This is an optimization exercise on Yosys and OpenROAD, whose aim is small area, not a production implementation. In this exercise RTL edits were held to simulation tests only and were not proved equivalent to the original.

<file path="design/flow/run.sh">
#!/bin/bash
# synth_recipe.tcl (not shown) runs the flow's synth.tcl, then flattens the netlist and writes it again
# the make line also repeats each setting of config.mk as NAME=value (left out here)
make -C /OpenROAD-flow-scripts/flow DESIGN_CONFIG=/design/flow/config.mk WORK_HOME=/design/flow/orfs CLKGATE_MAP_FILE= SYNTH_SCRIPT=/design/flow/synth_recipe.tcl finish
</file>
<file path="design/flow/config.mk">
export PLATFORM = sky130hd
export DESIGN_NAME = color_find
export DESIGN_NICKNAME = color_find
export VERILOG_FILES = /design/flow/design.v
export SDC_FILE = /design/flow/constraint.sdc
export NUM_CORES = 4
export LEC_CHECK = 0
export CAP_MARGIN = 20
export CORE_MARGIN = 2
export CORE_UTILIZATION = 40
export SLEW_MARGIN = 20
</file>
<file path="design/flow/constraint.sdc">
create_clock -name core_clock -period 160.0 [get_ports {clk}]
set_input_delay 32.0000 -clock core_clock [delete_from_list [all_inputs] [get_ports {clk}]]
set_output_delay 32.0000 -clock core_clock [all_outputs]
set_load 0.01 [all_outputs]
</file>
<file path="design/flow/design.v">
`timescale 1ns / 1ps
module color_find #(
    DISPLAY_W = 640,
    DISPLAY_H = 480
) (
    input clk,
    input reset,
    input [9:0] x_pixel,
    input [9:0] y_pixel,
    input [3:0] R,
    input [3:0] G,
    input [3:0] B,
    output logic [1:0] USER
);
    reg [31:0] blue_flag_U_count;
    reg [31:0] blue_flag_D_count;
    reg [31:0] red_flag_U_count;
    reg [31:0] red_flag_D_count;
    reg blue_flag, red_flag;
    rgb4_to_color_detect u_rgb_to_color_detect (
        .R      (R),
        .G      (G),
        .B      (B),
        .is_red (red_flag),
        .is_blue(blue_flag)
    );
    always_ff @(posedge clk, posedge reset) begin : COLOR_FIND
        if (reset) begin
            blue_flag_U_count <= 0;
            blue_flag_D_count <= 0;
            red_flag_U_count  <= 0;
            red_flag_D_count  <= 0;
        end else begin
            if (x_pixel == DISPLAY_W && y_pixel == DISPLAY_H) begin
                USER[1] <= (red_flag_D_count < red_flag_U_count);
                USER[0] <= (blue_flag_D_count < blue_flag_U_count);
            end else if (x_pixel == 0 && y_pixel == 0) begin
                blue_flag_U_count <= 0;
                blue_flag_D_count <= 0;
                red_flag_U_count  <= 0;
                red_flag_D_count  <= 0;
            end else begin
                if (blue_flag) begin   
                    if (y_pixel < DISPLAY_H >> 1)   
                        blue_flag_U_count <= blue_flag_U_count + 1;
                    else blue_flag_D_count <= blue_flag_D_count + 1;
                end else if (red_flag) begin   
                    if (y_pixel < DISPLAY_H >> 1)   
                        red_flag_U_count <= red_flag_U_count + 1;
                    else red_flag_D_count <= red_flag_D_count + 1;
                end
            end
        end
    end
endmodule
module rgb4_to_color_detect (
    input  [3:0] R,
    input  [3:0] G,
    input  [3:0] B,
    output       is_red,
    output       is_blue
);
    wire [7:0] R8 = (R * 255) / 15;
    wire [7:0] G8 = (G * 255) / 15;
    wire [7:0] B8 = (B * 255) / 15;
    wire [7:0] Cmax = (R8 > G8) ? ((R8 > B8) ? R8 : B8) : ((G8 > B8) ? G8 : B8);
    wire [7:0] Cmin = (R8 < G8) ? ((R8 < B8) ? R8 : B8) : ((G8 < B8) ? G8 : B8);
    wire [7:0] delta = Cmax - Cmin;
    wire [7:0] V = Cmax;
    wire [15:0] S = (Cmax == 0) ? 0 : (delta * 255) / Cmax;
    reg [15:0] H_raw;
    always @(*) begin
        if (delta == 0) begin
            H_raw = 0;
        end else if (Cmax == R8) begin
            H_raw = (60 * (G8 - B8)) / delta;
            if (H_raw < 0) H_raw = H_raw + 360;
        end else if (Cmax == G8) begin
            H_raw = (60 * (B8 - R8)) / delta + 120;
        end else begin
            H_raw = (60 * (R8 - G8)) / delta + 240;
        end
    end
    wire [8:0] H = H_raw % 360;
    assign is_red  = (S > 50 && V > 50) && (H <= 15 || H >= 345);
    assign is_blue = (S > 50 && V > 50) && (H >= 210 && H <= 270);
endmodule
</file>
==> flow_metrics.py <==
metrics = {
    "sta": {
        "fin_tns_setup_ns": 0,
        "finalCriticalPeriod_ns": 149.65,
        "max_slew_margin_pct": 19.5,
        "slew_viol_final": 0,
        "hold_viol": 0,
        "setup_violations": 0,
        "fin_crit_sh_pct": 93.5,
        "achievable-frequency_mhz": 6.68,
        "timing.clock.skew_ns": 0.0100,
        "worst-slew-pin-transition_ns": 1.20,
    },
    "synth": {
        "ys.warnings.count": 2,
        "synth_largest_type_area_fraction_pct": 14.7,
        "async_flop_share_pct": 98.5,
        "synth.cell_area_um2": 98300,
        "synthTopCellsByArea": "sky130_fd_sc_hd__ha_1, sky130_fd_sc_hd__nor2_1, sky130_fd_sc_hd__xnor2_1, sky130_fd_sc_hd__o21a_1, sky130_fd_sc_hd__nor3_1",
        "synth_ff_type": "sky130_fd_sc_hd__dfrtp_1",
        "syn_area_per_cell_um2": 6.96,
        "post_synth_num_cell_types": 187,
        "synth.yosys.seq_area_share_pct": 3.32,
        "yosys_register_bits": 130,
        "synthCells": 14100,
        "post-synth-top-area-cell": "sky130_fd_sc_hd__ha_1",
        "synth_enable_flop_cells": 2,
    },
    "route": {
        "first_pass_iters": 6,
        "first_iter_violations": 7972,
        "via_to_cell_ratio": 6.11,
        "number_of_nets_with_antenna_violations_after_routing": 0,
        "drt-total-wl_um": 308000,
        "via_count": 105000,
        "routed_wire_length_per_instance_um": 17.9,
        "post_route_drc": 0,
    },
    "setup_path": {
        "setup.worst_path.class": "in -> reg",
        "timing.critical_path.fanout_max": 53,
        "critPathMostFrequentCell": "sky130_fd_sc_hd__o21a_1",
        "timing.critical_path.slowest_cell_delay_ns": 0.71,
        "r2r_start": "red_flag_U_count[1]",
        "timing.critical_path.slowest_stage_cell": "sky130_fd_sc_hd__fa_1",
        "worst-endpoint-required_ns": 160.30,
        "r2r-end": "USER[1]",
        "timing.critical_path.from_type": "primary input",
        "cp.arrival_ns": 149.95,
        "crit_path_end_kind": "register",
        "reg2reg_setup_slack_ns": 155.35,
        "timing.reg2reg.worst_path_depth": 32,
    },
    "place": {
        "place_hpwl_um": 249000,
        "post_detailed_placement_cell_area_um2": 102000,
        "placement.io_buffers": 35,
        "weighted_congestion_reported_at_the_end_of_routability_driven_placement": 0.944,
    },
    "grt": {
        "first_global_vias": 96200,
        "groute.usage.overall_pct": 23.6,
        "grt_start_max_net_pins": 96,
        "grt_first_pass_wirelength_um": 506000,
        "grt_antenna_before_repair": 1,
        "global_route.overflow_total": 0,
    },
    "flow_run": {
        "maxCapViolCount": 0,
    },
    "floorplan": {
        "die_area_um2": 250000,
        "dieHeight_um": 500,
        "core-area_um2": 244000,
        "initial_utilization_pct": 40.3,
        "placement_rows": 181,
        "dieWidth_um": 500,
        "io_pins": 36,
    },
    "layout": {
        "area_growth_pct": 4.46,
        "final_layout_size_suffix_gt1_share_pct": 7.10,
        "multi_input_area_um2": 91000,
        "finalInstanceArea_um2": 103000,
        "diodes": 0,
        "fillerInstances": 25700,
        "final_core_utilization_pct": 42.1,
        "nNetsFinal": 15200,
        "final-seq-area_um2": 3260,
    },
    "clock_tree": {
        "clkLatencyLatePin_ns": 0.42,
        "postCtsHoldBufs": 0,
        "clock_tree.htree_level_count": 4,
        "cts-root-to-sink-buffers": 2,
        "clock_tree_from_tritoncts": "yes",
        "worst_setup_hold_path_clk_slew_ns": 0.06,
        "cts_sink_count": 130,
        "numCtsBuffers": 17,
        "cts-root-buf": "sky130_fd_sc_hd__clkbuf_16",
    },
    "min_path": {
        "hp-class": "reg -> reg",
        "worst_hold_path.endpoint": "red_flag_U_count[24]",
        "min-delay-start": "red_flag_U_count[24]",
        "timing.hold.worst_path_depth": 2,
    },
    "outcome": {
        "status": "complete, no violations",
    },
}
==> metal layers <==
| layer | track usage (%) | vias up | wire length [µm] |
|---|---|---|---|
| met5 | 0 | - | 0 |
| met4 | 5.36 | 0 | 7390 |
| met3 | 1.19 | 327 | 12000 |
| met2 | 38.4 | 2402 | 135000 |
| met1 | 33.9 | 48900 | 154000 |
| li1 | - | 53300 | - |
==> cell type report <==
class	instances	share of cell area (%)
multi-input cells	13000	88.7
well taps	3202	3.90
flip-flops and latches	130	3.18
inverters	636	2.36
repair buffers	172	1.34
clock buffers	23	0.475
clock inverters	9	0.0780
==> cells in the mapped netlist (96+ instances only) <==
cell type	count
sky130_fd_sc_hd__a211oi_1	197
sky130_fd_sc_hd__a21o_1	249
sky130_fd_sc_hd__a21oi_1	874
sky130_fd_sc_hd__a31oi_1	164
sky130_fd_sc_hd__and2_1	187
sky130_fd_sc_hd__and3_1	179
sky130_fd_sc_hd__clkbuf_1	205
sky130_fd_sc_hd__dfrtp_1	128
sky130_fd_sc_hd__fa_1	96
sky130_fd_sc_hd__ha_1	1155
sky130_fd_sc_hd__inv_1	622
sky130_fd_sc_hd__mux2_2	213
sky130_fd_sc_hd__mux2i_1	183
sky130_fd_sc_hd__nand2_1	1166
sky130_fd_sc_hd__nand2b_1	180
sky130_fd_sc_hd__nand3_1	441
sky130_fd_sc_hd__nand4_1	256
sky130_fd_sc_hd__nor2_1	1514
sky130_fd_sc_hd__nor2b_1	180
sky130_fd_sc_hd__nor3_1	889
sky130_fd_sc_hd__nor4_1	135
sky130_fd_sc_hd__o211ai_1	153
sky130_fd_sc_hd__o21a_1	677
sky130_fd_sc_hd__o21ai_0	630
sky130_fd_sc_hd__o31ai_1	290
sky130_fd_sc_hd__or2_2	168
sky130_fd_sc_hd__or3_1	155
sky130_fd_sc_hd__xnor2_1	596
sky130_fd_sc_hd__xor2_1	231
==> worst max-delay path: cells and delay by family <==
family | cells | cell delay, ns
compound gates | 258 | 56.20
xor+xnor | 5 | 1.71
fa+ha+maj | 41 | 12.90
buf+inv | 38 | 6.29
mux | 14 | 4.26
simple gates | 155 | 36.24
==> cell families (layout without fill, tap and decap cells) <==
| group | Yosys count | in the layout | share of synthesized area [%] |
|---|---|---|---|
| XOR/XNOR | 837 | 837 | 7.54 |
| AND/OR/NAND/NOR | 5950 | 5950 | 30.9 |
| multiplexers | 419 | 419 | 4.59 |
| AO/OA/AOI/OAI | 4505 | 4505 | 32.5 |
| adder cells (fa/ha/maj) | 1269 | 1269 | 16.8 |
| buffers and inverters | 1006 | 840 | 4.36 |
| other | 1 | 16 | 0.00382 |
| flip-flops | 130 | 130 | 3.32 |
==> sequential cells by signal, indices dropped and copies added (netlist names) <==
register / flops
USER: 2
blue_flag_U_count: 32
blue_flag_D_count: 32
red_flag_U_count: 32
red_flag_D_count: 32
==> through the flow <==
stage	hold WS, ns	std cells	setup slack, ns
floorplan	0.510	14100	23.52
finish	0.546	17200	10.35
global placement	0.528	17100	9.56
detailed placement	0.535	17100	8.75
global route	0.566	17200	-0.0129
CTS	0.551	17200	8.76
==> placed cells by master, fill, tap and decap left out, types with 131 or more instances in the layout <==
| master | count |
|---|---|
| sky130_fd_sc_hd__mux2_2 | 213 |
| sky130_fd_sc_hd__and2_1 | 187 |
| sky130_fd_sc_hd__a21oi_1 | 871 |
| sky130_fd_sc_hd__xnor2_1 | 595 |
| sky130_fd_sc_hd__a21o_1 | 248 |
| sky130_fd_sc_hd__o211ai_1 | 153 |
| sky130_fd_sc_hd__a31oi_1 | 164 |
| sky130_fd_sc_hd__nand4_1 | 256 |
| sky130_fd_sc_hd__nand2_1 | 1165 |
| sky130_fd_sc_hd__nand2b_1 | 180 |
| sky130_fd_sc_hd__nor2_1 | 1510 |
| sky130_fd_sc_hd__and3_1 | 179 |
| sky130_fd_sc_hd__o31ai_1 | 290 |
| sky130_fd_sc_hd__buf_4 | 136 |
| sky130_fd_sc_hd__nor4_1 | 131 |
| sky130_fd_sc_hd__ha_1 | 1154 |
| sky130_fd_sc_hd__o21ai_0 | 629 |
| sky130_fd_sc_hd__or2_2 | 167 |
| sky130_fd_sc_hd__nand3_1 | 439 |
| sky130_fd_sc_hd__nor3_1 | 879 |
| sky130_fd_sc_hd__xor2_1 | 230 |
| sky130_fd_sc_hd__or3_1 | 155 |
| sky130_fd_sc_hd__nor2b_1 | 179 |
| sky130_fd_sc_hd__mux2i_1 | 183 |
| sky130_fd_sc_hd__a211oi_1 | 197 |
| sky130_fd_sc_hd__inv_1 | 614 |
| sky130_fd_sc_hd__o21a_1 | 677 |
==> repair_timing <==
item                       CTS  global route
resized for setup            0            26
setup buffers                0             7
setup endpoints to repair    0           128
==> worst max path at each step <==
stage / start / slack (ns) / end / cells past startpoint
floorplan: R[1] / 23.52 / red_flag_D_count[20] / 542
global placement: R[1] / 9.56 / red_flag_D_count[0] / 493
detailed placement: R[1] / 8.75 / red_flag_D_count[0] / 494
CTS: R[1] / 8.76 / red_flag_D_count[0] / 494
global route: R[1] / -0.01 / red_flag_D_count[0] / 502
finish: R[1] / 10.35 / red_flag_D_count[0] / 511

## re-timing with driven ports
In the flow no input, the clock included, has a driving cell. The finished layout below was timed again as built, in two steps.
Step 1 (the two cells are an assumption about what drives the block):
set clk [get_ports {clk}]
set_driving_cell -lib_cell sky130_fd_sc_hd__clkbuf_16 $clk
set_driving_cell -lib_cell sky130_fd_sc_hd__buf_2 [delete_from_list [all_inputs] $clk]
Step 2 moves the port delays by t, midway between the first and last clock arrival at a register: inputs arrive t later, outputs are due t later. That takes back most of the time a late clock gives input paths.
Slacks: ideal ports / drivers / drivers and shift; pairs: ideal ports / drivers.
t (ns): 0.466
slack for setup (ns): 10.347 / 10.341 / 9.875
slew at the worst register clock pin (ns): 0.06 / 0.06
worst data-port slew with drivers (ns): 0.10
After both steps this run still meets setup and hold. For this run, drivers alone change the setup slack by -0.006 ns; drivers and shift together by -0.472 ns.
